From an optimization exercise on the open Yosys and OpenROAD flow, aimed at small area; shortcuts taken in it are not production practice.
The RTL was checked by simulation tests, not by an equivalence proof against the original design.
No activity file was given, so power comes from the tool's default toggle rates.

## flow/design.v (module list and top-level ports; edited modules follow where they fit)
// module PE: 471 lines
// module PE_F: 489 lines
// module ENC: 27 lines
// module BENC: 12 lines
// module BSEL: 9 lines
// module XR: 3 lines
// module XNR: 3 lines
// module ND: 3 lines
// module NR: 3 lines
// module AN: 3 lines
// module AO: 3 lines
// module HA: 4 lines
// module FA: 4 lines
// module PE_array: 109 lines
// module MS: 9 lines
module PE_array #(
    parameter DATA_WIDTH    = 16 ,
    parameter SYSTOLIC_SIZE = 8
) (
    input                                       clk          ,
    input                                       rst_n        ,
    input                                       reset_pe     ,
    input                                       write_out_en ,
    input  [SYSTOLIC_SIZE * DATA_WIDTH - 1 : 0] wgt_in       ,
    input  [SYSTOLIC_SIZE * DATA_WIDTH - 1 : 0] ifm_in       ,
    output [SYSTOLIC_SIZE * DATA_WIDTH - 1 : 0] ofm_out
);
  // ...
==> flow/flow/run.sh <==
#!/bin/bash
set -euo pipefail
export BUFFER_PORTS_ARGS="-buffer_cell sky130_fd_sc_hd__buf_1"
export CTS_ARGS="-sink_clustering_enable -repair_clock_nets -dont_use_dummy_load -sink_clustering_size 24 -sink_clustering_max_diameter 100"
export REMOVE_ABC_BUFFERS=1
bash standard.sh > standard.log 2>&1
==> flow/standard.sh <==
#!/bin/bash
# synth_recipe.tcl (not shown) runs the flow's synth.tcl, then flattens the netlist and writes it again
# the make line also repeats each setting of config.mk as NAME=value (left out here)
make -C /OpenROAD-flow-scripts/flow DESIGN_CONFIG=/design/flow/config.mk WORK_HOME=/design/flow/orfs CLKGATE_MAP_FILE= SYNTH_SCRIPT=/design/flow/synth_recipe.tcl "${@:-finish}"
==> flow/config.mk <==
export PLATFORM = sky130hd
export DESIGN_NAME = PE_array
export DESIGN_NICKNAME = PE_array
export VERILOG_FILES = /design/flow/design.v
export SDC_FILE = /design/flow/constraint.sdc
export NUM_CORES = 4
export LEC_CHECK = 0
export CAP_MARGIN = 20
export CORE_MARGIN = 2
export CORE_UTILIZATION = 55
export CTS_CLUSTER_DIAMETER = 100
export CTS_CLUSTER_SIZE = 24
export GPL_TIMING_DRIVEN = 0
export SLEW_MARGIN = 20
export SYNTH_HIERARCHICAL = 1
export SYNTH_MINIMUM_KEEP_SIZE = 0
==> flow/constraint.sdc <==
create_clock -name core_clock -period 8.0 [get_ports {clk}]
set_input_delay 1.6000 -clock core_clock [delete_from_list [all_inputs] [get_ports {clk}]]
set_output_delay 1.6000 -clock core_clock [all_outputs]
set_load 0.01 [all_outputs]
==> impl_metrics.json, run 1 <==
{
  "status": "finished clean",
  "synthTopCellsByCount": "xor2_1 (5,898), dfxtp_1 (4,200), o22ai_1 (4,096)",
  "setup_violations": 0,
  "syn_area_mm2": 0.268,
  "ctsHoldBuffers": 0,
  "internal-power_w": 0.0851,
  "ys_seq_area_frac": 0.328,
  "syn_area_per_cell_um2": 12.3,
  "initial_utilization": 0.552,
  "dr.pass1.iters": 5,
  "final_max_slew_viol_count": 0,
  "dominant_cells": "multi-input combinational cells",
  "skew_ps": 118,
  "biggestRegsByFlops": "row.col.bottom (1400), row.col.acc (1024), row.col.mac (1024)",
  "hold-worst-slack_ps": 312,
  "routabilityCongestion": 0.916,
  "hold_path_end": "row[1].col[7].bottom[15]",
  "power_frac_clock": 0.082,
  "routed-wl-met3_um": 41600,
  "diodes": 19,
  "overflow": 0,
  "vias_per_cell": 6.13,
  "cp_common_cell": "a21o_1",
  "p_seq_w": 0.0339,
  "grt_pass1_vias": 186000,
  "synth_cell_types": 30,
  "seq_cell_count": 4354,
  "worst_pin_slew_ps": 1170,
  "p_per_area_mw_per_mm2": 518,
  "cp.depth": 20,
  "largest_register_ff_count": 1400,
  "p_clk_w": 0.0121,
  "pwr-share-seq": 0.231,
  "synth_top_family_by_area": "adder cells",
  "cts-htree-levels": 4,
  "worstRegToRegCells": 18,
  "wl_met2_um": 379000,
  "grt_pass1_wl_um": 1190000,
  "hp-start": "row[0].col[7].bottom[15]",
  "nFillCells": 40500,
  "path_buf_inv": 1
}
==> module PE, before the edit <==
module PE (
    input  [7:0]  one_n ,   
    input  [7:0]  two_n ,   
    input  [7:0]  neg   ,   
    input         negp  ,   
    input  [15:0] bn    ,   
    input  [15:0] acc   ,
    input         clr   ,
    output [15:0] d
);
    wire p1;
    NR u2 (.a(one_n[0]), .b(bn[0]), .y(p1));
    wire x3;
    XR u4 (.a(p1), .b(neg[0]), .y(x3));
    wire p5;
    BSEL u6 (.one_n(one_n[0]), .two_n(two_n[0]), .bn0(bn[1]), .bn1(bn[0]), .sel(p5));
    wire x7;
    XR u8 (.a(p5), .b(neg[0]), .y(x7));
    wire p9;
    BSEL u10 (.one_n(one_n[0]), .two_n(two_n[0]), .bn0(bn[2]), .bn1(bn[1]), .sel(p9));
    wire x11;
    XR u12 (.a(p9), .b(neg[0]), .y(x11));
    wire p13;
    BSEL u14 (.one_n(one_n[0]), .two_n(two_n[0]), .bn0(bn[3]), .bn1(bn[2]), .sel(p13));
    wire x15;
    XR u16 (.a(p13), .b(neg[0]), .y(x15));
    wire p17;
    BSEL u18 (.one_n(one_n[0]), .two_n(two_n[0]), .bn0(bn[4]), .bn1(bn[3]), .sel(p17));
    wire x19;
    XR u20 (.a(p17), .b(neg[0]), .y(x19));
    wire p21;
    BSEL u22 (.one_n(one_n[0]), .two_n(two_n[0]), .bn0(bn[5]), .bn1(bn[4]), .sel(p21));
    wire x23;
    XR u24 (.a(p21), .b(neg[0]), .y(x23));
    wire p25;
    BSEL u26 (.one_n(one_n[0]), .two_n(two_n[0]), .bn0(bn[6]), .bn1(bn[5]), .sel(p25));
    wire x27;
    XR u28 (.a(p25), .b(neg[0]), .y(x27));
    wire p29;
    BSEL u30 (.one_n(one_n[0]), .two_n(two_n[0]), .bn0(bn[7]), .bn1(bn[6]), .sel(p29));
    wire x31;
    XR u32 (.a(p29), .b(neg[0]), .y(x31));
    wire p33;
    BSEL u34 (.one_n(one_n[0]), .two_n(two_n[0]), .bn0(bn[8]), .bn1(bn[7]), .sel(p33));
    wire x35;
    XR u36 (.a(p33), .b(neg[0]), .y(x35));
    wire p37;
    BSEL u38 (.one_n(one_n[0]), .two_n(two_n[0]), .bn0(bn[9]), .bn1(bn[8]), .sel(p37));
    wire x39;
    XR u40 (.a(p37), .b(neg[0]), .y(x39));
    wire p41;
    BSEL u42 (.one_n(one_n[0]), .two_n(two_n[0]), .bn0(bn[10]), .bn1(bn[9]), .sel(p41));
    wire x43;
    XR u44 (.a(p41), .b(neg[0]), .y(x43));
    wire p45;
    BSEL u46 (.one_n(one_n[0]), .two_n(two_n[0]), .bn0(bn[11]), .bn1(bn[10]), .sel(p45));
    wire x47;
    XR u48 (.a(p45), .b(neg[0]), .y(x47));
    wire p49;
    BSEL u50 (.one_n(one_n[0]), .two_n(two_n[0]), .bn0(bn[12]), .bn1(bn[11]), .sel(p49));
    wire x51;
    XR u52 (.a(p49), .b(neg[0]), .y(x51));
    wire p53;
    BSEL u54 (.one_n(one_n[0]), .two_n(two_n[0]), .bn0(bn[13]), .bn1(bn[12]), .sel(p53));
    wire x55;
    XR u56 (.a(p53), .b(neg[0]), .y(x55));
    wire p57;
    BSEL u58 (.one_n(one_n[0]), .two_n(two_n[0]), .bn0(bn[14]), .bn1(bn[13]), .sel(p57));
    wire x59;
    XR u60 (.a(p57), .b(neg[0]), .y(x59));
    wire p61;
    BSEL u62 (.one_n(one_n[0]), .two_n(two_n[0]), .bn0(bn[15]), .bn1(bn[14]), .sel(p61));
    wire p63;
    NR u64 (.a(one_n[1]), .b(bn[0]), .y(p63));
    wire x65;
    XR u66 (.a(p63), .b(neg[1]), .y(x65));
    wire p67;
    BSEL u68 (.one_n(one_n[1]), .two_n(two_n[1]), .bn0(bn[1]), .bn1(bn[0]), .sel(p67));
    wire x69;
    XR u70 (.a(p67), .b(neg[1]), .y(x69));
    wire p71;
    BSEL u72 (.one_n(one_n[1]), .two_n(two_n[1]), .bn0(bn[2]), .bn1(bn[1]), .sel(p71));
    wire x73;
    XR u74 (.a(p71), .b(neg[1]), .y(x73));
    wire p75;
    BSEL u76 (.one_n(one_n[1]), .two_n(two_n[1]), .bn0(bn[3]), .bn1(bn[2]), .sel(p75));
    wire x77;
    XR u78 (.a(p75), .b(neg[1]), .y(x77));
    wire p79;
    BSEL u80 (.one_n(one_n[1]), .two_n(two_n[1]), .bn0(bn[4]), .bn1(bn[3]), .sel(p79));
    wire x81;
    XR u82 (.a(p79), .b(neg[1]), .y(x81));
    wire p83;
    BSEL u84 (.one_n(one_n[1]), .two_n(two_n[1]), .bn0(bn[5]), .bn1(bn[4]), .sel(p83));
    wire x85;
    XR u86 (.a(p83), .b(neg[1]), .y(x85));
    wire p87;
    BSEL u88 (.one_n(one_n[1]), .two_n(two_n[1]), .bn0(bn[6]), .bn1(bn[5]), .sel(p87));
    wire x89;
    XR u90 (.a(p87), .b(neg[1]), .y(x89));
    wire p91;
    BSEL u92 (.one_n(one_n[1]), .two_n(two_n[1]), .bn0(bn[7]), .bn1(bn[6]), .sel(p91));
    wire x93;
    XR u94 (.a(p91), .b(neg[1]), .y(x93));
    wire p95;
    BSEL u96 (.one_n(one_n[1]), .two_n(two_n[1]), .bn0(bn[8]), .bn1(bn[7]), .sel(p95));
    wire x97;
    XR u98 (.a(p95), .b(neg[1]), .y(x97));
    wire p99;
    BSEL u100 (.one_n(one_n[1]), .two_n(two_n[1]), .bn0(bn[9]), .bn1(bn[8]), .sel(p99));
    wire x101;
    XR u102 (.a(p99), .b(neg[1]), .y(x101));
    wire p103;
    BSEL u104 (.one_n(one_n[1]), .two_n(two_n[1]), .bn0(bn[10]), .bn1(bn[9]), .sel(p103));
    wire x105;
    XR u106 (.a(p103), .b(neg[1]), .y(x105));
    wire p107;
    BSEL u108 (.one_n(one_n[1]), .two_n(two_n[1]), .bn0(bn[11]), .bn1(bn[10]), .sel(p107));
    wire x109;
    XR u110 (.a(p107), .b(neg[1]), .y(x109));
    wire p111;
    BSEL u112 (.one_n(one_n[1]), .two_n(two_n[1]), .bn0(bn[12]), .bn1(bn[11]), .sel(p111));
    wire x113;
    XR u114 (.a(p111), .b(neg[1]), .y(x113));
    wire p115;
    BSEL u116 (.one_n(one_n[1]), .two_n(two_n[1]), .bn0(bn[13]), .bn1(bn[12]), .sel(p115));
    wire p117;
    NR u118 (.a(one_n[2]), .b(bn[0]), .y(p117));
    wire x119;
    XR u120 (.a(p117), .b(neg[2]), .y(x119));
    wire p121;
    BSEL u122 (.one_n(one_n[2]), .two_n(two_n[2]), .bn0(bn[1]), .bn1(bn[0]), .sel(p121));
    wire x123;
    XR u124 (.a(p121), .b(neg[2]), .y(x123));
    wire p125;
    BSEL u126 (.one_n(one_n[2]), .two_n(two_n[2]), .bn0(bn[2]), .bn1(bn[1]), .sel(p125));
    wire x127;
    XR u128 (.a(p125), .b(neg[2]), .y(x127));
    wire p129;
    BSEL u130 (.one_n(one_n[2]), .two_n(two_n[2]), .bn0(bn[3]), .bn1(bn[2]), .sel(p129));
    wire x131;
    XR u132 (.a(p129), .b(neg[2]), .y(x131));
    wire p133;
    BSEL u134 (.one_n(one_n[2]), .two_n(two_n[2]), .bn0(bn[4]), .bn1(bn[3]), .sel(p133));
    wire x135;
    XR u136 (.a(p133), .b(neg[2]), .y(x135));
    wire p137;
    BSEL u138 (.one_n(one_n[2]), .two_n(two_n[2]), .bn0(bn[5]), .bn1(bn[4]), .sel(p137));
    wire x139;
    XR u140 (.a(p137), .b(neg[2]), .y(x139));
    wire p141;
    BSEL u142 (.one_n(one_n[2]), .two_n(two_n[2]), .bn0(bn[6]), .bn1(bn[5]), .sel(p141));
    wire x143;
    XR u144 (.a(p141), .b(neg[2]), .y(x143));
    wire p145;
    BSEL u146 (.one_n(one_n[2]), .two_n(two_n[2]), .bn0(bn[7]), .bn1(bn[6]), .sel(p145));
    wire x147;
    XR u148 (.a(p145), .b(neg[2]), .y(x147));
    wire p149;
    BSEL u150 (.one_n(one_n[2]), .two_n(two_n[2]), .bn0(bn[8]), .bn1(bn[7]), .sel(p149));
    wire x151;
    XR u152 (.a(p149), .b(neg[2]), .y(x151));
    wire p153;
    BSEL u154 (.one_n(one_n[2]), .two_n(two_n[2]), .bn0(bn[9]), .bn1(bn[8]), .sel(p153));
    wire x155;
    XR u156 (.a(p153), .b(neg[2]), .y(x155));
    wire p157;
    BSEL u158 (.one_n(one_n[2]), .two_n(two_n[2]), .bn0(bn[10]), .bn1(bn[9]), .sel(p157));
    wire x159;
    XR u160 (.a(p157), .b(neg[2]), .y(x159));
    wire p161;
    BSEL u162 (.one_n(one_n[2]), .two_n(two_n[2]), .bn0(bn[11]), .bn1(bn[10]), .sel(p161));
    wire p163;
    NR u164 (.a(one_n[3]), .b(bn[0]), .y(p163));
    wire x165;
    XR u166 (.a(p163), .b(neg[3]), .y(x165));
    wire p167;
    BSEL u168 (.one_n(one_n[3]), .two_n(two_n[3]), .bn0(bn[1]), .bn1(bn[0]), .sel(p167));
    wire x169;
    XR u170 (.a(p167), .b(neg[3]), .y(x169));
    wire p171;
    BSEL u172 (.one_n(one_n[3]), .two_n(two_n[3]), .bn0(bn[2]), .bn1(bn[1]), .sel(p171));
    wire x173;
    XR u174 (.a(p171), .b(neg[3]), .y(x173));
    wire p175;
    BSEL u176 (.one_n(one_n[3]), .two_n(two_n[3]), .bn0(bn[3]), .bn1(bn[2]), .sel(p175));
    wire x177;
    XR u178 (.a(p175), .b(neg[3]), .y(x177));
    wire p179;
    BSEL u180 (.one_n(one_n[3]), .two_n(two_n[3]), .bn0(bn[4]), .bn1(bn[3]), .sel(p179));
    wire x181;
    XR u182 (.a(p179), .b(neg[3]), .y(x181));
    wire p183;
    BSEL u184 (.one_n(one_n[3]), .two_n(two_n[3]), .bn0(bn[5]), .bn1(bn[4]), .sel(p183));
    wire x185;
    XR u186 (.a(p183), .b(neg[3]), .y(x185));
    wire p187;
    BSEL u188 (.one_n(one_n[3]), .two_n(two_n[3]), .bn0(bn[6]), .bn1(bn[5]), .sel(p187));
    wire x189;
    XR u190 (.a(p187), .b(neg[3]), .y(x189));
    wire p191;
    BSEL u192 (.one_n(one_n[3]), .two_n(two_n[3]), .bn0(bn[7]), .bn1(bn[6]), .sel(p191));
    wire x193;
    XR u194 (.a(p191), .b(neg[3]), .y(x193));
    wire p195;
    BSEL u196 (.one_n(one_n[3]), .two_n(two_n[3]), .bn0(bn[8]), .bn1(bn[7]), .sel(p195));
    wire x197;
    XR u198 (.a(p195), .b(neg[3]), .y(x197));
    wire p199;
    BSEL u200 (.one_n(one_n[3]), .two_n(two_n[3]), .bn0(bn[9]), .bn1(bn[8]), .sel(p199));
    wire p201;
    NR u202 (.a(one_n[4]), .b(bn[0]), .y(p201));
    wire x203;
    XR u204 (.a(p201), .b(neg[4]), .y(x203));
    wire p205;
    BSEL u206 (.one_n(one_n[4]), .two_n(two_n[4]), .bn0(bn[1]), .bn1(bn[0]), .sel(p205));
    wire x207;
    XR u208 (.a(p205), .b(neg[4]), .y(x207));
    wire p209;
    BSEL u210 (.one_n(one_n[4]), .two_n(two_n[4]), .bn0(bn[2]), .bn1(bn[1]), .sel(p209));
    wire x211;
    XR u212 (.a(p209), .b(neg[4]), .y(x211));
    wire p213;
    BSEL u214 (.one_n(one_n[4]), .two_n(two_n[4]), .bn0(bn[3]), .bn1(bn[2]), .sel(p213));
    wire x215;
    XR u216 (.a(p213), .b(neg[4]), .y(x215));
    wire p217;
    BSEL u218 (.one_n(one_n[4]), .two_n(two_n[4]), .bn0(bn[4]), .bn1(bn[3]), .sel(p217));
    wire x219;
    XR u220 (.a(p217), .b(neg[4]), .y(x219));
    wire p221;
    BSEL u222 (.one_n(one_n[4]), .two_n(two_n[4]), .bn0(bn[5]), .bn1(bn[4]), .sel(p221));
    wire x223;
    XR u224 (.a(p221), .b(neg[4]), .y(x223));
    wire p225;
    BSEL u226 (.one_n(one_n[4]), .two_n(two_n[4]), .bn0(bn[6]), .bn1(bn[5]), .sel(p225));
    wire x227;
    XR u228 (.a(p225), .b(neg[4]), .y(x227));
    wire p229;
    BSEL u230 (.one_n(one_n[4]), .two_n(two_n[4]), .bn0(bn[7]), .bn1(bn[6]), .sel(p229));
    wire p231;
    NR u232 (.a(one_n[5]), .b(bn[0]), .y(p231));
    wire x233;
    XR u234 (.a(p231), .b(neg[5]), .y(x233));
    wire p235;
    BSEL u236 (.one_n(one_n[5]), .two_n(two_n[5]), .bn0(bn[1]), .bn1(bn[0]), .sel(p235));
    wire x237;
    XR u238 (.a(p235), .b(neg[5]), .y(x237));
    wire p239;
    BSEL u240 (.one_n(one_n[5]), .two_n(two_n[5]), .bn0(bn[2]), .bn1(bn[1]), .sel(p239));
    wire x241;
    XR u242 (.a(p239), .b(neg[5]), .y(x241));
    wire p243;
    BSEL u244 (.one_n(one_n[5]), .two_n(two_n[5]), .bn0(bn[3]), .bn1(bn[2]), .sel(p243));
    wire x245;
    XR u246 (.a(p243), .b(neg[5]), .y(x245));
    wire p247;
    BSEL u248 (.one_n(one_n[5]), .two_n(two_n[5]), .bn0(bn[4]), .bn1(bn[3]), .sel(p247));
    wire x249;
    XR u250 (.a(p247), .b(neg[5]), .y(x249));
    wire p251;
    BSEL u252 (.one_n(one_n[5]), .two_n(two_n[5]), .bn0(bn[5]), .bn1(bn[4]), .sel(p251));
    wire p253;
    NR u254 (.a(one_n[6]), .b(bn[0]), .y(p253));
    wire x255;
    XR u256 (.a(p253), .b(neg[6]), .y(x255));
    wire p257;
    BSEL u258 (.one_n(one_n[6]), .two_n(two_n[6]), .bn0(bn[1]), .bn1(bn[0]), .sel(p257));
    wire x259;
    XR u260 (.a(p257), .b(neg[6]), .y(x259));
    wire p261;
    BSEL u262 (.one_n(one_n[6]), .two_n(two_n[6]), .bn0(bn[2]), .bn1(bn[1]), .sel(p261));
    wire x263;
    XR u264 (.a(p261), .b(neg[6]), .y(x263));
    wire p265;
    BSEL u266 (.one_n(one_n[6]), .two_n(two_n[6]), .bn0(bn[3]), .bn1(bn[2]), .sel(p265));
    wire p267;
    NR u268 (.a(one_n[7]), .b(bn[0]), .y(p267));
    wire x269;
    XR u270 (.a(p267), .b(neg[7]), .y(x269));
    wire p271;
    BSEL u272 (.one_n(one_n[7]), .two_n(two_n[7]), .bn0(bn[1]), .bn1(bn[0]), .sel(p271));
    wire s273, c274;
    FA u275 (.a(acc[0]), .b(neg[0]), .c(x3), .s(s273), .co(c274));
    wire s276, c277;
    FA u278 (.a(acc[1]), .b(x7), .c(c274), .s(s276), .co(c277));
    wire s279, c280;
    FA u281 (.a(acc[2]), .b(neg[1]), .c(x11), .s(s279), .co(c280));
    wire s282, c283;
    FA u284 (.a(x65), .b(s279), .c(c277), .s(s282), .co(c283));
    wire s285, c286;
    FA u287 (.a(acc[3]), .b(x15), .c(x69), .s(s285), .co(c286));
    wire s288, c289;
    FA u290 (.a(c280), .b(s285), .c(c283), .s(s288), .co(c289));
    wire s291, c292;
    FA u293 (.a(acc[4]), .b(neg[2]), .c(x119), .s(s291), .co(c292));
    wire s294, c295;
    FA u296 (.a(x19), .b(x73), .c(c286), .s(s294), .co(c295));
    wire s297, c298;
    FA u299 (.a(s291), .b(s294), .c(c289), .s(s297), .co(c298));
    wire s300, c301;
    FA u302 (.a(acc[5]), .b(x123), .c(x23), .s(s300), .co(c301));
    wire s303, c304;
    FA u305 (.a(x77), .b(c292), .c(s300), .s(s303), .co(c304));
    wire s306, c307;
    FA u308 (.a(c295), .b(s303), .c(c298), .s(s306), .co(c307));
    wire s309, c310;
    FA u311 (.a(acc[6]), .b(neg[3]), .c(x127), .s(s309), .co(c310));
    wire s312, c313;
    FA u314 (.a(x165), .b(x27), .c(x81), .s(s312), .co(c313));
    wire s315, c316;
    FA u317 (.a(c301), .b(s309), .c(s312), .s(s315), .co(c316));
    wire s318, c319;
    FA u320 (.a(c304), .b(s315), .c(c307), .s(s318), .co(c319));
    wire s321, c322;
    FA u323 (.a(acc[7]), .b(x131), .c(x169), .s(s321), .co(c322));
    wire s324, c325;
    FA u326 (.a(x31), .b(x85), .c(c310), .s(s324), .co(c325));
    wire s327, c328;
    FA u329 (.a(c313), .b(s321), .c(c316), .s(s327), .co(c328));
    wire s330, c331;
    FA u332 (.a(s324), .b(s327), .c(c319), .s(s330), .co(c331));
    wire s333, c334;
    FA u335 (.a(acc[8]), .b(neg[4]), .c(x135), .s(s333), .co(c334));
    wire s336, c337;
    FA u338 (.a(x173), .b(x203), .c(x35), .s(s336), .co(c337));
    wire s339, c340;
    FA u341 (.a(x89), .b(c322), .c(s333), .s(s339), .co(c340));
    wire s342, c343;
    FA u344 (.a(s336), .b(c325), .c(s339), .s(s342), .co(c343));
    wire s345, c346;
    FA u347 (.a(c328), .b(s342), .c(c331), .s(s345), .co(c346));
    wire s348, c349;
    FA u350 (.a(acc[9]), .b(x139), .c(x177), .s(s348), .co(c349));
    wire s351, c352;
    FA u353 (.a(x207), .b(x39), .c(x93), .s(s351), .co(c352));
    wire s354, c355;
    FA u356 (.a(c334), .b(c337), .c(s348), .s(s354), .co(c355));
    wire s357, c358;
    FA u359 (.a(s351), .b(c340), .c(s354), .s(s357), .co(c358));
    wire s360, c361;
    FA u362 (.a(c343), .b(s357), .c(c346), .s(s360), .co(c361));
    wire s363, c364;
    FA u365 (.a(acc[10]), .b(neg[5]), .c(x143), .s(s363), .co(c364));
    wire s366, c367;
    FA u368 (.a(x181), .b(x211), .c(x233), .s(s366), .co(c367));
    wire s369, c370;
    FA u371 (.a(x43), .b(x97), .c(c349), .s(s369), .co(c370));
    wire s372, c373;
    FA u374 (.a(c352), .b(s363), .c(s366), .s(s372), .co(c373));
    wire s375, c376;
    FA u377 (.a(c355), .b(s369), .c(s372), .s(s375), .co(c376));
    wire s378, c379;
    FA u380 (.a(c358), .b(s375), .c(c361), .s(s378), .co(c379));
    wire s381, c382;
    FA u383 (.a(acc[11]), .b(x101), .c(x147), .s(s381), .co(c382));
    wire s384, c385;
    FA u386 (.a(x185), .b(x215), .c(x237), .s(s384), .co(c385));
    wire s387, c388;
    FA u389 (.a(x47), .b(c364), .c(c367), .s(s387), .co(c388));
    wire s390, c391;
    FA u392 (.a(s381), .b(s384), .c(c370), .s(s390), .co(c391));
    wire s393, c394;
    FA u395 (.a(c373), .b(s387), .c(s390), .s(s393), .co(c394));
    wire x396;
    XR u397 (.a(c376), .b(s393), .y(x396));
    wire g398;
    AN u399 (.a(c376), .b(s393), .y(g398));
    wire x400;
    XR u401 (.a(x396), .b(c379), .y(x400));
    wire c402;
    AO u403 (.a1(x396), .a2(c379), .b(g398), .y(c402));
    wire s404, c405;
    FA u406 (.a(acc[12]), .b(neg[6]), .c(x105), .s(s404), .co(c405));
    wire s407, c408;
    FA u409 (.a(x151), .b(x189), .c(x219), .s(s407), .co(c408));
    wire s410, c411;
    FA u412 (.a(x241), .b(x255), .c(x51), .s(s410), .co(c411));
    wire s413, c414;
    FA u415 (.a(c382), .b(c385), .c(s404), .s(s413), .co(c414));
    wire s416, c417;
    FA u418 (.a(s407), .b(s410), .c(c388), .s(s416), .co(c417));
    wire s419, c420;
    FA u421 (.a(s413), .b(c391), .c(s416), .s(s419), .co(c420));
    wire x422;
    XR u423 (.a(c394), .b(s419), .y(x422));
    wire g424;
    AN u425 (.a(c394), .b(s419), .y(g424));
    wire x426;
    XR u427 (.a(x422), .b(c402), .y(x426));
    wire c428;
    AO u429 (.a1(x422), .a2(c402), .b(g424), .y(c428));
    wire s430, c431;
    FA u432 (.a(acc[13]), .b(x109), .c(x155), .s(s430), .co(c431));
    wire s433, c434;
    FA u435 (.a(x193), .b(x223), .c(x245), .s(s433), .co(c434));
    wire s436, c437;
    FA u438 (.a(x259), .b(x55), .c(c405), .s(s436), .co(c437));
    wire s439, c440;
    FA u441 (.a(c408), .b(c411), .c(s430), .s(s439), .co(c440));
    wire s442, c443;
    FA u444 (.a(s433), .b(c414), .c(s436), .s(s442), .co(c443));
    wire s445, c446;
    FA u447 (.a(s439), .b(c417), .c(s442), .s(s445), .co(c446));
    wire x448;
    XR u449 (.a(c420), .b(s445), .y(x448));
    wire g450;
    AN u451 (.a(c420), .b(s445), .y(g450));
    wire x452;
    XR u453 (.a(x448), .b(c428), .y(x452));
    wire c454;
    AO u455 (.a1(x448), .a2(c428), .b(g450), .y(c454));
    wire s456, c457;
    FA u458 (.a(acc[14]), .b(neg[7]), .c(x113), .s(s456), .co(c457));
    wire s459, c460;
    FA u461 (.a(x159), .b(x197), .c(x227), .s(s459), .co(c460));
    wire s462, c463;
    FA u464 (.a(x249), .b(x263), .c(x269), .s(s462), .co(c463));
    wire s465, c466;
    FA u467 (.a(x59), .b(c431), .c(c434), .s(s465), .co(c466));
    wire s468, c469;
    FA u470 (.a(s456), .b(s459), .c(s462), .s(s468), .co(c469));
    wire s471, c472;
    FA u473 (.a(c437), .b(c440), .c(s465), .s(s471), .co(c472));
    wire s474, c475;
    FA u476 (.a(s468), .b(c443), .c(s471), .s(s474), .co(c475));
    wire x477;
    XR u478 (.a(c446), .b(s474), .y(x477));
    wire g479;
    AN u480 (.a(c446), .b(s474), .y(g479));
    wire x481;
    XR u482 (.a(x477), .b(c454), .y(x481));
    wire c483;
    AO u484 (.a1(x477), .a2(c454), .b(g479), .y(c483));
    wire x485;
    XR u486 (.a(acc[15]), .b(negp), .y(x485));
    wire x487;
    XR u488 (.a(x485), .b(p115), .y(x487));
    wire x489;
    XR u490 (.a(p161), .b(p199), .y(x489));
    wire x491;
    XR u492 (.a(p229), .b(p251), .y(x491));
    wire x493;
    XR u494 (.a(p265), .b(p271), .y(x493));
    wire x495;
    XR u496 (.a(p61), .b(x487), .y(x495));
    wire x497;
    XR u498 (.a(x489), .b(x491), .y(x497));
    wire x499;
    XR u500 (.a(x493), .b(x495), .y(x499));
    wire x501;
    XR u502 (.a(x497), .b(x499), .y(x501));
    wire x503;
    XR u504 (.a(c457), .b(c460), .y(x503));
    wire x505;
    XR u506 (.a(c463), .b(x501), .y(x505));
    wire x507;
    XR u508 (.a(x503), .b(x505), .y(x507));
    wire x509;
    XR u510 (.a(c466), .b(x507), .y(x509));
    wire x511;
    XR u512 (.a(c469), .b(x509), .y(x511));
    wire x513;
    XR u514 (.a(x511), .b(c472), .y(x513));
    wire x515;
    XR u516 (.a(x513), .b(c475), .y(x515));
    wire x517;
    XR u518 (.a(x515), .b(c483), .y(x517));
    wire [15:0] sum = {x517, x481, x452, x426, x400, s378, s360, s345, s330, s318, s306, s297, s288, s282, s276, s273};
    assign d = {16{~clr}} & sum;
endmodule
==> module PE_F, before the edit <==
module PE_F (
    input  [7:0]  one_n ,   
    input  [7:0]  two_n ,   
    input  [7:0]  neg   ,   
    input         negp  ,   
    input  [15:0] bn    ,   
    input  [15:0] acc   ,
    input         clr   ,
    output [15:0] d
);
    wire p1;
    NR u2 (.a(one_n[0]), .b(bn[0]), .y(p1));
    wire x3;
    XR u4 (.a(p1), .b(neg[0]), .y(x3));
    wire p5;
    BSEL u6 (.one_n(one_n[0]), .two_n(two_n[0]), .bn0(bn[1]), .bn1(bn[0]), .sel(p5));
    wire x7;
    XR u8 (.a(p5), .b(neg[0]), .y(x7));
    wire p9;
    BSEL u10 (.one_n(one_n[0]), .two_n(two_n[0]), .bn0(bn[2]), .bn1(bn[1]), .sel(p9));
    wire x11;
    XR u12 (.a(p9), .b(neg[0]), .y(x11));
    wire p13;
    BSEL u14 (.one_n(one_n[0]), .two_n(two_n[0]), .bn0(bn[3]), .bn1(bn[2]), .sel(p13));
    wire x15;
    XR u16 (.a(p13), .b(neg[0]), .y(x15));
    wire p17;
    BSEL u18 (.one_n(one_n[0]), .two_n(two_n[0]), .bn0(bn[4]), .bn1(bn[3]), .sel(p17));
    wire x19;
    XR u20 (.a(p17), .b(neg[0]), .y(x19));
    wire p21;
    BSEL u22 (.one_n(one_n[0]), .two_n(two_n[0]), .bn0(bn[5]), .bn1(bn[4]), .sel(p21));
    wire x23;
    XR u24 (.a(p21), .b(neg[0]), .y(x23));
    wire p25;
    BSEL u26 (.one_n(one_n[0]), .two_n(two_n[0]), .bn0(bn[6]), .bn1(bn[5]), .sel(p25));
    wire x27;
    XR u28 (.a(p25), .b(neg[0]), .y(x27));
    wire p29;
    BSEL u30 (.one_n(one_n[0]), .two_n(two_n[0]), .bn0(bn[7]), .bn1(bn[6]), .sel(p29));
    wire x31;
    XR u32 (.a(p29), .b(neg[0]), .y(x31));
    wire p33;
    BSEL u34 (.one_n(one_n[0]), .two_n(two_n[0]), .bn0(bn[8]), .bn1(bn[7]), .sel(p33));
    wire x35;
    XR u36 (.a(p33), .b(neg[0]), .y(x35));
    wire p37;
    BSEL u38 (.one_n(one_n[0]), .two_n(two_n[0]), .bn0(bn[9]), .bn1(bn[8]), .sel(p37));
    wire x39;
    XR u40 (.a(p37), .b(neg[0]), .y(x39));
    wire p41;
    BSEL u42 (.one_n(one_n[0]), .two_n(two_n[0]), .bn0(bn[10]), .bn1(bn[9]), .sel(p41));
    wire x43;
    XR u44 (.a(p41), .b(neg[0]), .y(x43));
    wire p45;
    BSEL u46 (.one_n(one_n[0]), .two_n(two_n[0]), .bn0(bn[11]), .bn1(bn[10]), .sel(p45));
    wire x47;
    XR u48 (.a(p45), .b(neg[0]), .y(x47));
    wire p49;
    BSEL u50 (.one_n(one_n[0]), .two_n(two_n[0]), .bn0(bn[12]), .bn1(bn[11]), .sel(p49));
    wire x51;
    XR u52 (.a(p49), .b(neg[0]), .y(x51));
    wire p53;
    BSEL u54 (.one_n(one_n[0]), .two_n(two_n[0]), .bn0(bn[13]), .bn1(bn[12]), .sel(p53));
    wire x55;
    XR u56 (.a(p53), .b(neg[0]), .y(x55));
    wire p57;
    BSEL u58 (.one_n(one_n[0]), .two_n(two_n[0]), .bn0(bn[14]), .bn1(bn[13]), .sel(p57));
    wire x59;
    XR u60 (.a(p57), .b(neg[0]), .y(x59));
    wire p61;
    BSEL u62 (.one_n(one_n[0]), .two_n(two_n[0]), .bn0(bn[15]), .bn1(bn[14]), .sel(p61));
    wire p63;
    NR u64 (.a(one_n[1]), .b(bn[0]), .y(p63));
    wire x65;
    XR u66 (.a(p63), .b(neg[1]), .y(x65));
    wire p67;
    BSEL u68 (.one_n(one_n[1]), .two_n(two_n[1]), .bn0(bn[1]), .bn1(bn[0]), .sel(p67));
    wire x69;
    XR u70 (.a(p67), .b(neg[1]), .y(x69));
    wire p71;
    BSEL u72 (.one_n(one_n[1]), .two_n(two_n[1]), .bn0(bn[2]), .bn1(bn[1]), .sel(p71));
    wire x73;
    XR u74 (.a(p71), .b(neg[1]), .y(x73));
    wire p75;
    BSEL u76 (.one_n(one_n[1]), .two_n(two_n[1]), .bn0(bn[3]), .bn1(bn[2]), .sel(p75));
    wire x77;
    XR u78 (.a(p75), .b(neg[1]), .y(x77));
    wire p79;
    BSEL u80 (.one_n(one_n[1]), .two_n(two_n[1]), .bn0(bn[4]), .bn1(bn[3]), .sel(p79));
    wire x81;
    XR u82 (.a(p79), .b(neg[1]), .y(x81));
    wire p83;
    BSEL u84 (.one_n(one_n[1]), .two_n(two_n[1]), .bn0(bn[5]), .bn1(bn[4]), .sel(p83));
    wire x85;
    XR u86 (.a(p83), .b(neg[1]), .y(x85));
    wire p87;
    BSEL u88 (.one_n(one_n[1]), .two_n(two_n[1]), .bn0(bn[6]), .bn1(bn[5]), .sel(p87));
    wire x89;
    XR u90 (.a(p87), .b(neg[1]), .y(x89));
    wire p91;
    BSEL u92 (.one_n(one_n[1]), .two_n(two_n[1]), .bn0(bn[7]), .bn1(bn[6]), .sel(p91));
    wire x93;
    XR u94 (.a(p91), .b(neg[1]), .y(x93));
    wire p95;
    BSEL u96 (.one_n(one_n[1]), .two_n(two_n[1]), .bn0(bn[8]), .bn1(bn[7]), .sel(p95));
    wire x97;
    XR u98 (.a(p95), .b(neg[1]), .y(x97));
    wire p99;
    BSEL u100 (.one_n(one_n[1]), .two_n(two_n[1]), .bn0(bn[9]), .bn1(bn[8]), .sel(p99));
    wire x101;
    XR u102 (.a(p99), .b(neg[1]), .y(x101));
    wire p103;
    BSEL u104 (.one_n(one_n[1]), .two_n(two_n[1]), .bn0(bn[10]), .bn1(bn[9]), .sel(p103));
    wire x105;
    XR u106 (.a(p103), .b(neg[1]), .y(x105));
    wire p107;
    BSEL u108 (.one_n(one_n[1]), .two_n(two_n[1]), .bn0(bn[11]), .bn1(bn[10]), .sel(p107));
    wire x109;
    XR u110 (.a(p107), .b(neg[1]), .y(x109));
    wire p111;
    BSEL u112 (.one_n(one_n[1]), .two_n(two_n[1]), .bn0(bn[12]), .bn1(bn[11]), .sel(p111));
    wire x113;
    XR u114 (.a(p111), .b(neg[1]), .y(x113));
    wire p115;
    BSEL u116 (.one_n(one_n[1]), .two_n(two_n[1]), .bn0(bn[13]), .bn1(bn[12]), .sel(p115));
    wire p117;
    NR u118 (.a(one_n[2]), .b(bn[0]), .y(p117));
    wire x119;
    XR u120 (.a(p117), .b(neg[2]), .y(x119));
    wire p121;
    BSEL u122 (.one_n(one_n[2]), .two_n(two_n[2]), .bn0(bn[1]), .bn1(bn[0]), .sel(p121));
    wire x123;
    XR u124 (.a(p121), .b(neg[2]), .y(x123));
    wire p125;
    BSEL u126 (.one_n(one_n[2]), .two_n(two_n[2]), .bn0(bn[2]), .bn1(bn[1]), .sel(p125));
    wire x127;
    XR u128 (.a(p125), .b(neg[2]), .y(x127));
    wire p129;
    BSEL u130 (.one_n(one_n[2]), .two_n(two_n[2]), .bn0(bn[3]), .bn1(bn[2]), .sel(p129));
    wire x131;
    XR u132 (.a(p129), .b(neg[2]), .y(x131));
    wire p133;
    BSEL u134 (.one_n(one_n[2]), .two_n(two_n[2]), .bn0(bn[4]), .bn1(bn[3]), .sel(p133));
    wire x135;
    XR u136 (.a(p133), .b(neg[2]), .y(x135));
    wire p137;
    BSEL u138 (.one_n(one_n[2]), .two_n(two_n[2]), .bn0(bn[5]), .bn1(bn[4]), .sel(p137));
    wire x139;
    XR u140 (.a(p137), .b(neg[2]), .y(x139));
    wire p141;
    BSEL u142 (.one_n(one_n[2]), .two_n(two_n[2]), .bn0(bn[6]), .bn1(bn[5]), .sel(p141));
    wire x143;
    XR u144 (.a(p141), .b(neg[2]), .y(x143));
    wire p145;
    BSEL u146 (.one_n(one_n[2]), .two_n(two_n[2]), .bn0(bn[7]), .bn1(bn[6]), .sel(p145));
    wire x147;
    XR u148 (.a(p145), .b(neg[2]), .y(x147));
    wire p149;
    BSEL u150 (.one_n(one_n[2]), .two_n(two_n[2]), .bn0(bn[8]), .bn1(bn[7]), .sel(p149));
    wire x151;
    XR u152 (.a(p149), .b(neg[2]), .y(x151));
    wire p153;
    BSEL u154 (.one_n(one_n[2]), .two_n(two_n[2]), .bn0(bn[9]), .bn1(bn[8]), .sel(p153));
    wire x155;
    XR u156 (.a(p153), .b(neg[2]), .y(x155));
    wire p157;
    BSEL u158 (.one_n(one_n[2]), .two_n(two_n[2]), .bn0(bn[10]), .bn1(bn[9]), .sel(p157));
    wire x159;
    XR u160 (.a(p157), .b(neg[2]), .y(x159));
    wire p161;
    BSEL u162 (.one_n(one_n[2]), .two_n(two_n[2]), .bn0(bn[11]), .bn1(bn[10]), .sel(p161));
    wire p163;
    NR u164 (.a(one_n[3]), .b(bn[0]), .y(p163));
    wire x165;
    XR u166 (.a(p163), .b(neg[3]), .y(x165));
    wire p167;
    BSEL u168 (.one_n(one_n[3]), .two_n(two_n[3]), .bn0(bn[1]), .bn1(bn[0]), .sel(p167));
    wire x169;
    XR u170 (.a(p167), .b(neg[3]), .y(x169));
    wire p171;
    BSEL u172 (.one_n(one_n[3]), .two_n(two_n[3]), .bn0(bn[2]), .bn1(bn[1]), .sel(p171));
    wire x173;
    XR u174 (.a(p171), .b(neg[3]), .y(x173));
    wire p175;
    BSEL u176 (.one_n(one_n[3]), .two_n(two_n[3]), .bn0(bn[3]), .bn1(bn[2]), .sel(p175));
    wire x177;
    XR u178 (.a(p175), .b(neg[3]), .y(x177));
    wire p179;
    BSEL u180 (.one_n(one_n[3]), .two_n(two_n[3]), .bn0(bn[4]), .bn1(bn[3]), .sel(p179));
    wire x181;
    XR u182 (.a(p179), .b(neg[3]), .y(x181));
    wire p183;
    BSEL u184 (.one_n(one_n[3]), .two_n(two_n[3]), .bn0(bn[5]), .bn1(bn[4]), .sel(p183));
    wire x185;
    XR u186 (.a(p183), .b(neg[3]), .y(x185));
    wire p187;
    BSEL u188 (.one_n(one_n[3]), .two_n(two_n[3]), .bn0(bn[6]), .bn1(bn[5]), .sel(p187));
    wire x189;
    XR u190 (.a(p187), .b(neg[3]), .y(x189));
    wire p191;
    BSEL u192 (.one_n(one_n[3]), .two_n(two_n[3]), .bn0(bn[7]), .bn1(bn[6]), .sel(p191));
    wire x193;
    XR u194 (.a(p191), .b(neg[3]), .y(x193));
    wire p195;
    BSEL u196 (.one_n(one_n[3]), .two_n(two_n[3]), .bn0(bn[8]), .bn1(bn[7]), .sel(p195));
    wire x197;
    XR u198 (.a(p195), .b(neg[3]), .y(x197));
    wire p199;
    BSEL u200 (.one_n(one_n[3]), .two_n(two_n[3]), .bn0(bn[9]), .bn1(bn[8]), .sel(p199));
    wire p201;
    NR u202 (.a(one_n[4]), .b(bn[0]), .y(p201));
    wire x203;
    XR u204 (.a(p201), .b(neg[4]), .y(x203));
    wire p205;
    BSEL u206 (.one_n(one_n[4]), .two_n(two_n[4]), .bn0(bn[1]), .bn1(bn[0]), .sel(p205));
    wire x207;
    XR u208 (.a(p205), .b(neg[4]), .y(x207));
    wire p209;
    BSEL u210 (.one_n(one_n[4]), .two_n(two_n[4]), .bn0(bn[2]), .bn1(bn[1]), .sel(p209));
    wire x211;
    XR u212 (.a(p209), .b(neg[4]), .y(x211));
    wire p213;
    BSEL u214 (.one_n(one_n[4]), .two_n(two_n[4]), .bn0(bn[3]), .bn1(bn[2]), .sel(p213));
    wire x215;
    XR u216 (.a(p213), .b(neg[4]), .y(x215));
    wire p217;
    BSEL u218 (.one_n(one_n[4]), .two_n(two_n[4]), .bn0(bn[4]), .bn1(bn[3]), .sel(p217));
    wire x219;
    XR u220 (.a(p217), .b(neg[4]), .y(x219));
    wire p221;
    BSEL u222 (.one_n(one_n[4]), .two_n(two_n[4]), .bn0(bn[5]), .bn1(bn[4]), .sel(p221));
    wire x223;
    XR u224 (.a(p221), .b(neg[4]), .y(x223));
    wire p225;
    BSEL u226 (.one_n(one_n[4]), .two_n(two_n[4]), .bn0(bn[6]), .bn1(bn[5]), .sel(p225));
    wire x227;
    XR u228 (.a(p225), .b(neg[4]), .y(x227));
    wire p229;
    BSEL u230 (.one_n(one_n[4]), .two_n(two_n[4]), .bn0(bn[7]), .bn1(bn[6]), .sel(p229));
    wire p231;
    NR u232 (.a(one_n[5]), .b(bn[0]), .y(p231));
    wire x233;
    XR u234 (.a(p231), .b(neg[5]), .y(x233));
    wire p235;
    BSEL u236 (.one_n(one_n[5]), .two_n(two_n[5]), .bn0(bn[1]), .bn1(bn[0]), .sel(p235));
    wire x237;
    XR u238 (.a(p235), .b(neg[5]), .y(x237));
    wire p239;
    BSEL u240 (.one_n(one_n[5]), .two_n(two_n[5]), .bn0(bn[2]), .bn1(bn[1]), .sel(p239));
    wire x241;
    XR u242 (.a(p239), .b(neg[5]), .y(x241));
    wire p243;
    BSEL u244 (.one_n(one_n[5]), .two_n(two_n[5]), .bn0(bn[3]), .bn1(bn[2]), .sel(p243));
    wire x245;
    XR u246 (.a(p243), .b(neg[5]), .y(x245));
    wire p247;
    BSEL u248 (.one_n(one_n[5]), .two_n(two_n[5]), .bn0(bn[4]), .bn1(bn[3]), .sel(p247));
    wire x249;
    XR u250 (.a(p247), .b(neg[5]), .y(x249));
    wire p251;
    BSEL u252 (.one_n(one_n[5]), .two_n(two_n[5]), .bn0(bn[5]), .bn1(bn[4]), .sel(p251));
    wire p253;
    NR u254 (.a(one_n[6]), .b(bn[0]), .y(p253));
    wire x255;
    XR u256 (.a(p253), .b(neg[6]), .y(x255));
    wire p257;
    BSEL u258 (.one_n(one_n[6]), .two_n(two_n[6]), .bn0(bn[1]), .bn1(bn[0]), .sel(p257));
    wire x259;
    XR u260 (.a(p257), .b(neg[6]), .y(x259));
    wire p261;
    BSEL u262 (.one_n(one_n[6]), .two_n(two_n[6]), .bn0(bn[2]), .bn1(bn[1]), .sel(p261));
    wire x263;
    XR u264 (.a(p261), .b(neg[6]), .y(x263));
    wire p265;
    BSEL u266 (.one_n(one_n[6]), .two_n(two_n[6]), .bn0(bn[3]), .bn1(bn[2]), .sel(p265));
    wire p267;
    NR u268 (.a(one_n[7]), .b(bn[0]), .y(p267));
    wire x269;
    XR u270 (.a(p267), .b(neg[7]), .y(x269));
    wire p271;
    BSEL u272 (.one_n(one_n[7]), .two_n(two_n[7]), .bn0(bn[1]), .bn1(bn[0]), .sel(p271));
    wire s273, c274;
    FA u275 (.a(acc[0]), .b(neg[0]), .c(x3), .s(s273), .co(c274));
    wire s276, c277;
    FA u278 (.a(acc[1]), .b(x7), .c(c274), .s(s276), .co(c277));
    wire s279, c280;
    FA u281 (.a(acc[2]), .b(neg[1]), .c(x11), .s(s279), .co(c280));
    wire s282, c283;
    FA u284 (.a(x65), .b(s279), .c(c277), .s(s282), .co(c283));
    wire s285, c286;
    FA u287 (.a(acc[3]), .b(x15), .c(x69), .s(s285), .co(c286));
    wire s288, c289;
    FA u290 (.a(c280), .b(s285), .c(c283), .s(s288), .co(c289));
    wire s291, c292;
    FA u293 (.a(acc[4]), .b(neg[2]), .c(x119), .s(s291), .co(c292));
    wire s294, c295;
    FA u296 (.a(x19), .b(x73), .c(c286), .s(s294), .co(c295));
    wire s297, c298;
    FA u299 (.a(s291), .b(s294), .c(c289), .s(s297), .co(c298));
    wire s300, c301;
    FA u302 (.a(acc[5]), .b(x123), .c(x23), .s(s300), .co(c301));
    wire s303, c304;
    FA u305 (.a(x77), .b(c292), .c(s300), .s(s303), .co(c304));
    wire s306, c307;
    FA u308 (.a(c295), .b(s303), .c(c298), .s(s306), .co(c307));
    wire s309, c310;
    FA u311 (.a(acc[6]), .b(neg[3]), .c(x127), .s(s309), .co(c310));
    wire s312, c313;
    FA u314 (.a(x165), .b(x27), .c(x81), .s(s312), .co(c313));
    wire s315, c316;
    FA u317 (.a(c301), .b(s309), .c(s312), .s(s315), .co(c316));
    wire s318, c319;
    FA u320 (.a(c304), .b(s315), .c(c307), .s(s318), .co(c319));
    wire s321, c322;
    FA u323 (.a(acc[7]), .b(x131), .c(x169), .s(s321), .co(c322));
    wire s324, c325;
    FA u326 (.a(x31), .b(x85), .c(c310), .s(s324), .co(c325));
    wire s327, c328;
    FA u329 (.a(c313), .b(s321), .c(c316), .s(s327), .co(c328));
    wire s330, c331;
    FA u332 (.a(s324), .b(s327), .c(c319), .s(s330), .co(c331));
    wire s333, c334;
    FA u335 (.a(acc[8]), .b(neg[4]), .c(x135), .s(s333), .co(c334));
    wire s336, c337;
    FA u338 (.a(x173), .b(x203), .c(x35), .s(s336), .co(c337));
    wire s339, c340;
    FA u341 (.a(x89), .b(c322), .c(s333), .s(s339), .co(c340));
    wire s342, c343;
    FA u344 (.a(s336), .b(c325), .c(s339), .s(s342), .co(c343));
    wire x345;
    XR u346 (.a(c328), .b(s342), .y(x345));
    wire g347;
    AN u348 (.a(c328), .b(s342), .y(g347));
    wire x349;
    XR u350 (.a(x345), .b(c331), .y(x349));
    wire c351;
    AO u352 (.a1(x345), .a2(c331), .b(g347), .y(c351));
    wire s353, c354;
    FA u355 (.a(acc[9]), .b(x139), .c(x177), .s(s353), .co(c354));
    wire s356, c357;
    FA u358 (.a(x207), .b(x39), .c(x93), .s(s356), .co(c357));
    wire s359, c360;
    FA u361 (.a(c334), .b(c337), .c(s353), .s(s359), .co(c360));
    wire s362, c363;
    FA u364 (.a(s356), .b(c340), .c(s359), .s(s362), .co(c363));
    wire x365;
    XR u366 (.a(c343), .b(s362), .y(x365));
    wire g367;
    AN u368 (.a(c343), .b(s362), .y(g367));
    wire x369;
    XR u370 (.a(x365), .b(c351), .y(x369));
    wire c371;
    AO u372 (.a1(x365), .a2(c351), .b(g367), .y(c371));
    wire s373, c374;
    FA u375 (.a(acc[10]), .b(neg[5]), .c(x143), .s(s373), .co(c374));
    wire s376, c377;
    FA u378 (.a(x181), .b(x211), .c(x233), .s(s376), .co(c377));
    wire s379, c380;
    FA u381 (.a(x43), .b(x97), .c(c354), .s(s379), .co(c380));
    wire s382, c383;
    FA u384 (.a(c357), .b(s373), .c(s376), .s(s382), .co(c383));
    wire s385, c386;
    FA u387 (.a(c360), .b(s379), .c(s382), .s(s385), .co(c386));
    wire x388;
    XR u389 (.a(c363), .b(s385), .y(x388));
    wire g390;
    AN u391 (.a(c363), .b(s385), .y(g390));
    wire x392;
    XR u393 (.a(x388), .b(c371), .y(x392));
    wire c394;
    AO u395 (.a1(x388), .a2(c371), .b(g390), .y(c394));
    wire s396, c397;
    FA u398 (.a(acc[11]), .b(x101), .c(x147), .s(s396), .co(c397));
    wire s399, c400;
    FA u401 (.a(x185), .b(x215), .c(x237), .s(s399), .co(c400));
    wire s402, c403;
    FA u404 (.a(x47), .b(c374), .c(c377), .s(s402), .co(c403));
    wire s405, c406;
    FA u407 (.a(s396), .b(s399), .c(c380), .s(s405), .co(c406));
    wire s408, c409;
    FA u410 (.a(c383), .b(s402), .c(s405), .s(s408), .co(c409));
    wire x411;
    XR u412 (.a(c386), .b(s408), .y(x411));
    wire g413;
    AN u414 (.a(c386), .b(s408), .y(g413));
    wire x415;
    XR u416 (.a(x411), .b(c394), .y(x415));
    wire c417;
    AO u418 (.a1(x411), .a2(c394), .b(g413), .y(c417));
    wire s419, c420;
    FA u421 (.a(acc[12]), .b(neg[6]), .c(x105), .s(s419), .co(c420));
    wire s422, c423;
    FA u424 (.a(x151), .b(x189), .c(x219), .s(s422), .co(c423));
    wire s425, c426;
    FA u427 (.a(x241), .b(x255), .c(x51), .s(s425), .co(c426));
    wire s428, c429;
    FA u430 (.a(c397), .b(c400), .c(s419), .s(s428), .co(c429));
    wire s431, c432;
    FA u433 (.a(s422), .b(s425), .c(c403), .s(s431), .co(c432));
    wire s434, c435;
    FA u436 (.a(s428), .b(c406), .c(s431), .s(s434), .co(c435));
    wire x437;
    XR u438 (.a(c409), .b(s434), .y(x437));
    wire g439;
    AN u440 (.a(c409), .b(s434), .y(g439));
    wire x441;
    XR u442 (.a(x437), .b(c417), .y(x441));
    wire c443;
    AO u444 (.a1(x437), .a2(c417), .b(g439), .y(c443));
    wire s445, c446;
    FA u447 (.a(acc[13]), .b(x109), .c(x155), .s(s445), .co(c446));
    wire s448, c449;
    FA u450 (.a(x193), .b(x223), .c(x245), .s(s448), .co(c449));
    wire s451, c452;
    FA u453 (.a(x259), .b(x55), .c(c420), .s(s451), .co(c452));
    wire s454, c455;
    FA u456 (.a(c423), .b(c426), .c(s445), .s(s454), .co(c455));
    wire s457, c458;
    FA u459 (.a(s448), .b(c429), .c(s451), .s(s457), .co(c458));
    wire s460, c461;
    FA u462 (.a(s454), .b(c432), .c(s457), .s(s460), .co(c461));
    wire x463;
    XR u464 (.a(c435), .b(s460), .y(x463));
    wire g465;
    AN u466 (.a(c435), .b(s460), .y(g465));
    wire x467;
    XR u468 (.a(x463), .b(c443), .y(x467));
    wire c469;
    AO u470 (.a1(x463), .a2(c443), .b(g465), .y(c469));
    wire s471, c472;
    FA u473 (.a(acc[14]), .b(neg[7]), .c(x113), .s(s471), .co(c472));
    wire s474, c475;
    FA u476 (.a(x159), .b(x197), .c(x227), .s(s474), .co(c475));
    wire s477, c478;
    FA u479 (.a(x249), .b(x263), .c(x269), .s(s477), .co(c478));
    wire s480, c481;
    FA u482 (.a(x59), .b(c446), .c(c449), .s(s480), .co(c481));
    wire s483, c484;
    FA u485 (.a(s471), .b(s474), .c(s477), .s(s483), .co(c484));
    wire s486, c487;
    FA u488 (.a(c452), .b(c455), .c(s480), .s(s486), .co(c487));
    wire s489, c490;
    FA u491 (.a(s483), .b(c458), .c(s486), .s(s489), .co(c490));
    wire x492;
    XR u493 (.a(c461), .b(s489), .y(x492));
    wire g494;
    AN u495 (.a(c461), .b(s489), .y(g494));
    wire x496;
    XR u497 (.a(x492), .b(c469), .y(x496));
    wire c498;
    AO u499 (.a1(x492), .a2(c469), .b(g494), .y(c498));
    wire x500;
    XR u501 (.a(acc[15]), .b(negp), .y(x500));
    wire x502;
    XR u503 (.a(x500), .b(p115), .y(x502));
    wire x504;
    XR u505 (.a(p161), .b(p199), .y(x504));
    wire x506;
    XR u507 (.a(p229), .b(p251), .y(x506));
    wire x508;
    XR u509 (.a(p265), .b(p271), .y(x508));
    wire x510;
    XR u511 (.a(p61), .b(x502), .y(x510));
    wire x512;
    XR u513 (.a(x504), .b(x506), .y(x512));
    wire x514;
    XR u515 (.a(x508), .b(x510), .y(x514));
    wire x516;
    XR u517 (.a(x512), .b(x514), .y(x516));
    wire x518;
    XR u519 (.a(c472), .b(c475), .y(x518));
    wire x520;
    XR u521 (.a(c478), .b(x516), .y(x520));
    wire x522;
    XR u523 (.a(x518), .b(x520), .y(x522));
    wire x524;
    XR u525 (.a(c481), .b(x522), .y(x524));
    wire x526;
    XR u527 (.a(c484), .b(x524), .y(x526));
    wire x528;
    XR u529 (.a(x526), .b(c487), .y(x528));
    wire x530;
    XR u531 (.a(x528), .b(c490), .y(x530));
    wire x532;
    XR u533 (.a(x530), .b(c498), .y(x532));
    wire [15:0] sum = {x532, x496, x467, x441, x415, x392, x369, x349, s330, s318, s306, s297, s288, s282, s276, s273};
    assign d = {16{~clr}} & sum;
endmodule
==> module PE_array, before the edit <==
module PE_array #(
    parameter DATA_WIDTH    = 16 ,
    parameter SYSTOLIC_SIZE = 8
) (
    input                                       clk          ,
    input                                       rst_n        ,
    input                                       reset_pe     ,
    input                                       write_out_en ,
    input  [SYSTOLIC_SIZE * DATA_WIDTH - 1 : 0] wgt_in       ,
    input  [SYSTOLIC_SIZE * DATA_WIDTH - 1 : 0] ifm_in       ,
    output [SYSTOLIC_SIZE * DATA_WIDTH - 1 : 0] ofm_out
);
    localparam S  = SYSTOLIC_SIZE ;
    localparam DW = DATA_WIDTH ;
    reg  [2 : 0]     cnt ;
    reg  [S - 1 : 1] mac_ok ;
    wire             acc_ok = (cnt != 3'd0) ;
    always @(posedge clk or negedge rst_n) begin
        if (!rst_n) begin
            cnt    <= 3'd0 ;
            mac_ok <= {(S - 1){1'b0}} ;
        end
        else begin
            if (cnt != 3'd7) cnt <= cnt + 3'd1 ;
            mac_ok <= write_out_en ? {1'b1, mac_ok[S - 1 : 2]} : {(S - 1){acc_ok}} ;
        end
    end
    wire [S - 1 : 0] clr_m ;
    genvar i, j, k;
    generate
        for (i = 0; i < S; i = i + 1) begin : g_clr
            assign clr_m[i] = reset_pe | (cnt < i) ;
        end
    endgenerate
    wire sel_mac  = write_out_en ;
    wire sel_acc  = ~write_out_en ;
    wire sel_mac0 = write_out_en & mac_ok[1] ;
    wire sel_acc0 = ~write_out_en & acc_ok ;
    localparam EW = 25 ;   
    wire [S * S * EW - 1 : 0] bottom_q ;
    wire [S * S * DW - 1 : 0] right_q  ;
    wire [S * S * DW - 1 : 0] mac_q    ;
    generate
        for (i = 0; i < S; i = i + 1) begin : row
            for (j = 0; j < S; j = j + 1) begin : col
                reg  [EW - 1 : 0] bottom ;
                reg  [DW - 1 : 0] right ;
                reg  [DW - 1 : 0] acc ;
                reg  [DW - 1 : 0] mac ;
                wire [DW - 1 : 0] acc_d ;
                wire [DW - 1 : 0] mac_d ;
                wire [EW - 1 : 0] enc ;
                if (i == 0) begin : g_enc
                    ENC u_enc (.a (wgt_in[j*DW +: DW]), .one_n (enc[7:0]), .two_n (enc[15:8]), .neg (enc[23:16]), .negp (enc[24]));
                end else begin : g_enc_q
                    assign enc = bottom_q[((i-1)*S + j)*EW +: EW] ;
                end
                wire [DW - 1 : 0] bn     = (j == 0)     ? ~ifm_in[i*DW +: DW] : right_q[(i*S + j-1)*DW +: DW] ;
                assign bottom_q[(i*S + j)*EW +: EW] = bottom ;
                assign right_q[(i*S + j)*DW +: DW]  = right ;
                assign mac_q[(i*S + j)*DW +: DW]    = mac ;
                if (i == 0 || j == 0) begin : g_fast
                    PE_F pe_inst (.one_n (enc[7:0]), .two_n (enc[15:8]), .neg (enc[23:16]), .negp (enc[24]), .bn (bn), .acc (acc), .clr (clr_m[(i > j) ? i : j]), .d (acc_d));
                end else begin : g_pe
                    PE   pe_inst (.one_n (enc[7:0]), .two_n (enc[15:8]), .neg (enc[23:16]), .negp (enc[24]), .bn (bn), .acc (acc), .clr (clr_m[(i > j) ? i : j]), .d (acc_d));
                end
                if (j == S - 1) begin : g_sel_last
                    assign mac_d = {DW{sel_acc}} & acc ;
                end else begin : g_sel
                    wire [DW - 1 : 0] mac_in = mac_q[(i*S + j+1)*DW +: DW] ;
                    for (k = 0; k < DW; k = k + 1) begin : g_bit
                        MS u_ms (
                            .s1 ( (j == 0) ? sel_mac0 : sel_mac ) ,
                            .a1 ( mac_in[k] ) ,
                            .s2 ( (j == 0) ? sel_acc0 : sel_acc ) ,
                            .a2 ( acc[k] ) ,
                            .y  ( mac_d[k] )
                        );
                    end
                end
                always @(posedge clk) begin
                    bottom <= enc ;
                    right  <= bn ;
                end
                if (i == 0 && j == 0) begin : g_acc_rst
                    always @(posedge clk or negedge rst_n)
                        if (!rst_n) acc <= {DW{1'b0}} ;
                        else        acc <= acc_d ;
                end else begin : g_acc
                    always @(posedge clk)
                        acc <= acc_d ;
                end
                if (j == 0) begin : g_mac_rst
                    always @(posedge clk or negedge rst_n)
                        if (!rst_n) mac <= {DW{1'b0}} ;
                        else        mac <= mac_d ;
                end else begin : g_mac
                    always @(posedge clk)
                        mac <= mac_d ;
                end
            end
        end
    endgenerate
    generate
        for (i = 0; i < S; i = i + 1) begin : ofm
            assign ofm_out[i*DW +: DW] = mac_q[i*S*DW +: DW] ;
        end
    endgenerate
endmodule
==> run 2, diff against run 1 <==
--- a/flow/design.v
+++ b/flow/design.v
@@ -6,5 +6,5 @@
     input  [15:0] bn    ,   
     input  [15:0] acc   ,
-    input         clr   ,
+    input         keep  ,   
     output [15:0] d
 );
@@ -468,5 +468,10 @@
     XR u518 (.a(x515), .b(c483), .y(x517));
     wire [15:0] sum = {x517, x481, x452, x426, x400, s378, s360, s345, s330, s318, s306, s297, s288, s282, s276, s273};
-    assign d = {16{~clr}} & sum;
+    genvar k;
+    generate
+        for (k = 0; k < 16; k = k + 1) begin : g_d
+            AN u_d (.a(sum[k]), .b(keep), .y(d[k]));
+        end
+    endgenerate
 endmodule
 module PE_F (
@@ -477,5 +482,5 @@
     input  [15:0] bn    ,   
     input  [15:0] acc   ,
-    input         clr   ,
+    input         keep  ,   
     output [15:0] d
 );
@@ -957,5 +962,10 @@
     XR u533 (.a(x530), .b(c498), .y(x532));
     wire [15:0] sum = {x532, x496, x467, x441, x415, x392, x369, x349, s330, s318, s306, s297, s288, s282, s276, s273};
-    assign d = {16{~clr}} & sum;
+    genvar k;
+    generate
+        for (k = 0; k < 16; k = k + 1) begin : g_d
+            AN u_d (.a(sum[k]), .b(keep), .y(d[k]));
+        end
+    endgenerate
 endmodule
 module ENC (
@@ -1060,9 +1070,9 @@
         end
     end
-    wire [S - 1 : 0] clr_m ;
+    wire [S - 1 : 0] keep_m ;
     genvar i, j, k;
     generate
         for (i = 0; i < S; i = i + 1) begin : g_clr
-            assign clr_m[i] = reset_pe | (cnt < i) ;
+            assign keep_m[i] = ~(reset_pe | (cnt < i)) ;
         end
     endgenerate
@@ -1095,7 +1105,7 @@
                 assign mac_q[(i*S + j)*DW +: DW]    = mac ;
                 if (i == 0 || j == 0) begin : g_fast
-                    PE_F pe_inst (.one_n (enc[7:0]), .two_n (enc[15:8]), .neg (enc[23:16]), .negp (enc[24]), .bn (bn), .acc (acc), .clr (clr_m[(i > j) ? i : j]), .d (acc_d));
+                    PE_F pe_inst (.one_n (enc[7:0]), .two_n (enc[15:8]), .neg (enc[23:16]), .negp (enc[24]), .bn (bn), .acc (acc), .keep (keep_m[(i > j) ? i : j]), .d (acc_d));
                 end else begin : g_pe
-                    PE   pe_inst (.one_n (enc[7:0]), .two_n (enc[15:8]), .neg (enc[23:16]), .negp (enc[24]), .bn (bn), .acc (acc), .clr (clr_m[(i > j) ? i : j]), .d (acc_d));
+                    PE   pe_inst (.one_n (enc[7:0]), .two_n (enc[15:8]), .neg (enc[23:16]), .negp (enc[24]), .bn (bn), .acc (acc), .keep (keep_m[(i > j) ? i : j]), .d (acc_d));
                 end
                 if (j == S - 1) begin : g_sel_last
==> impl_metrics.json, run 2 <==
{
  "status": "finished clean",
  "largest_register_ff_count": 1400,
  "nFillCells": 40100,
  "drc": 0,
  "cts_resized": 0,
  "biggestRegsByFlops": "row.col.bottom (1400), row.col.acc (1024), row.col.mac (1024)",
  "cp_common_cell": "a21o_1",
  "routed_wl_um": 772000,
  "ff2ff_setup_slack_ps": 1010,
  "ys_seq_area_frac": 0.331,
  "skew_ps": 82.8,
  "whs_path_depth": 0,
  "area_growth_pct": 6.13,
  "grt_max_degree": 97,
  "core_mm2": 0.481,
  "required_ps": 8850,
  "worst_pin_slew_ps": 1230,
  "clockBufferDepth": 4,
  "slew_headroom": 0.176,
  "r2r_end": "row[4].col[3].acc[15]",
  "cts-htree-levels": 4,
  "dp_hpwl_um": 571000,
  "fin_total_pwr_w": 0.142,
  "hp-start": "row[0].col[7].bottom[15]",
  "syn_inst": 21800,
  "synthTopCellsByCount": "xor2_1 (5,898), dfxtp_1 (4,200), o22ai_1 (4,096)",
  "yosys.area.top_type_share": 0.317,
  "syn_area_mm2": 0.265,
  "layout_commonest_cell": "xor2_1",
  "die_h_um": 699,
  "synth_edf_count": 0,
  "ys_async_sr_fraction": 0.0354,
  "ys.flop_type": "dfxtp_1",
  "finalHoldViolCount": 0,
  "syn_area_per_cell_um2": 12.2,
  "layout.cells.non_filler": 28800,
  "drive_gt1_frac": 0.0181,
  "post_cts_buffers": 0,
  "grt_pass1_vias": 185000,
  "start_kind": "primary input",
  "ctsHoldBuffers": 0,
  "cts_tree": "yes",
  "p_per_area_mw_per_mm2": 506,
  "slowest_stage": "xnor2_2",
  "synth_most_common_cell": "xor2_1",
  "post_drt_wl_per_cell_um": 26.8,
  "initial_utilization": 0.551,
  "p_leak_nw": 115,
  "design.die.area_mm2": 0.488,
  "dr.pass1.iters": 6,
  "multiInputGateArea_mm2": 0.176,
  "synth_cell_types": 26,
  "fmax_mhz": 139,
  "overflow": 0,
  "hold_path_end": "row[1].col[7].bottom[15]",
  "ys.warnings.count": 7,
  "largest-register": "row.col.bottom",
  "setup_violations": 0,
  "routabilityCongestion": 0.904,
  "critPathKind": "in2reg",
  "vias": 177000,
  "layout_common_cells": "xor2_1 (5,898), dfxtp_1 (4,199), o22ai_1 (4,096)",
  "grt_pass1_wl_um": 1190000,
  "worstRegToRegCells": 18,
  "utilization": 0.585,
  "ys_seq_elements": 4354,
  "insertion_delay_ps": 990,
  "vias_per_cell": 6.14,
  "critPathArrivalTime_ps": 8040,
  "antenna_found_initial": 20,
  "final_max_slew_viol_count": 0
}
[run 2: per-module statistics from Yosys (local to each module, per instance), a selection]
| module | flops+latches | area [um2] | times used | cells inside |
|---|---|---|---|---|
| FA | 0 | 20.0 | 3795 | 1 |
| ENC | 0 | 70.1 | 8 | 10 |
| MS | 0 | 8.76 | 896 | 1 |
| XR | 0 | 8.76 | 5898 | 1 |
| BSEL | 0 | 6.26 | 4096 | 1 |
| AO | 0 | 7.51 | 301 | 1 |
| NR | 0 | 3.75 | 512 | 1 |
| ND | 0 | 3.75 | 56 | 1 |
| AN | 0 | 6.26 | 1325 | 1 |
| PE_array | 4354 | 90500 | 1 | 4788 |
| XNR | 0 | 8.76 | 56 | 1 |
[run 2: worst max-delay path, delay by kind of cell]
family                   cells  cell delay, ps
adder cells (fa/ha/maj)      6            2510
AO/OA/AOI/OAI                8            1660
XOR/XNOR                     3            1050
AND/OR/NAND/NOR              2             840
buffers and inverters        1             320
[run 2: layout make-up]
| class | count | share of cell area |
|---|---|---|
| clock buffer | 224 | 0.0199 |
| multi-input combinational | 17100 | 0.624 |
| tap | 6425 | 0.0286 |
| antenna | 22 | 0.000196 |
| sequential | 4354 | 0.312 |
| timing repair buffer | 505 | 0.0135 |
| inverter | 148 | 0.00200 |
[run 2: stage by stage]
step | hold slack [ps] | area, um2 | worst slack [ps]
2_1_floorplan | 331 | 264000 | -5410
3_3_place_gp | 342 | 273000 | -269030
3_5_place_dp | 339 | 276000 | -69.6
4_1_cts | 310 | 281000 | 966
5_1_grt | 324 | 282000 | 631
6_report | 312 | 282000 | 807
[run 2: power breakdown]
| part | internal, W | switching, W | total, W |
|---|---|---|---|
| clock network | 0.00497 | 0.00700 | 0.0120 |
| registers | 0.0276 | 0.00629 | 0.0339 |
| logic | 0.0483 | 0.0483 | 0.0966 |
| total | 0.0809 | 0.0616 | 0.142 |
[run 2: kinds of logic after synthesis]
kind of cell / Yosys count / share of synthesized area
DFF: 4354 / 0.331
xor gates and xnor gates: 5955 / 0.197
adders and majority gates: 3798 / 0.287
muxes: 2 / 0.0000849
AOI/OAI and AO/OA: 5304 / 0.135
buffers and inverters: 355 / 0.00781
and+or+nand+nor: 2035 / 0.0427
[run 2: per-layer routing]
metal | share of wire | GRT usage
met4 | 0.041 | 0.111
met5 | 0.000017 | 0
met2 | 0.49 | 0.528
met1 | 0.42 | 0.427
met3 | 0.051 | 0.0270
[run 2: worst max path at each step]
stage | endpoint | depth (start not counted) | slack [ps] | start
2_1_floorplan | row[0].col[1].mac[0] | 2 | -5410 | write_out_en
3_3_place_gp | row[7].col[6].mac[1] | 3 | -269030 | write_out_en
3_5_place_dp | row[0].col[7].acc[15] | 20 | -70 | wgt_in[113]
4_1_cts | row[0].col[7].acc[15] | 20 | 970 | wgt_in[113]
5_1_grt | row[0].col[7].acc[15] | 20 | 630 | wgt_in[113]
6_report | row[0].col[6].acc[15] | 20 | 810 | wgt_in[97]

re-timing with driven ports:
The flow's constraints put no driver on any port. The routed layouts listed below were extracted and timed again, unchanged, in two steps.
Step 1 (the two cells are an assumption about what drives the block):
set clk [get_ports {clk}]
set_driving_cell -lib_cell sky130_fd_sc_hd__clkbuf_16 $clk
set_driving_cell -lib_cell sky130_fd_sc_hd__buf_2 [delete_from_list [all_inputs] $clk]
Step 2, shift: input delay + t, output delay - t, t = (earliest + latest rising clock arrival at the registers) / 2. This alone moves slack from input paths to output paths.
Slacks: ideal ports / drivers / drivers and shift; pairs: ideal ports / drivers.
run | t (ns) | setup WS [ns] | worst hold slack (ns) | worst setup path at the end | clock arrival spread, ns
run 1 | 1.086 | 0.860 / 0.964 / -0.122 | 0.312 / 0.312 / 0.312 | input to register | 0.146 / 0.146
run 2 | 1.093 | 0.807 / 0.914 / -0.178 | 0.312 / 0.312 / 0.312 | input to register | 0.112 / 0.113
Met with ideal ports but missed after step 2: setup timing in run 1 and run 2. The setup slack of run 2, which loses most, moves by +0.107 ns with the drivers and by -0.985 ns with both steps.
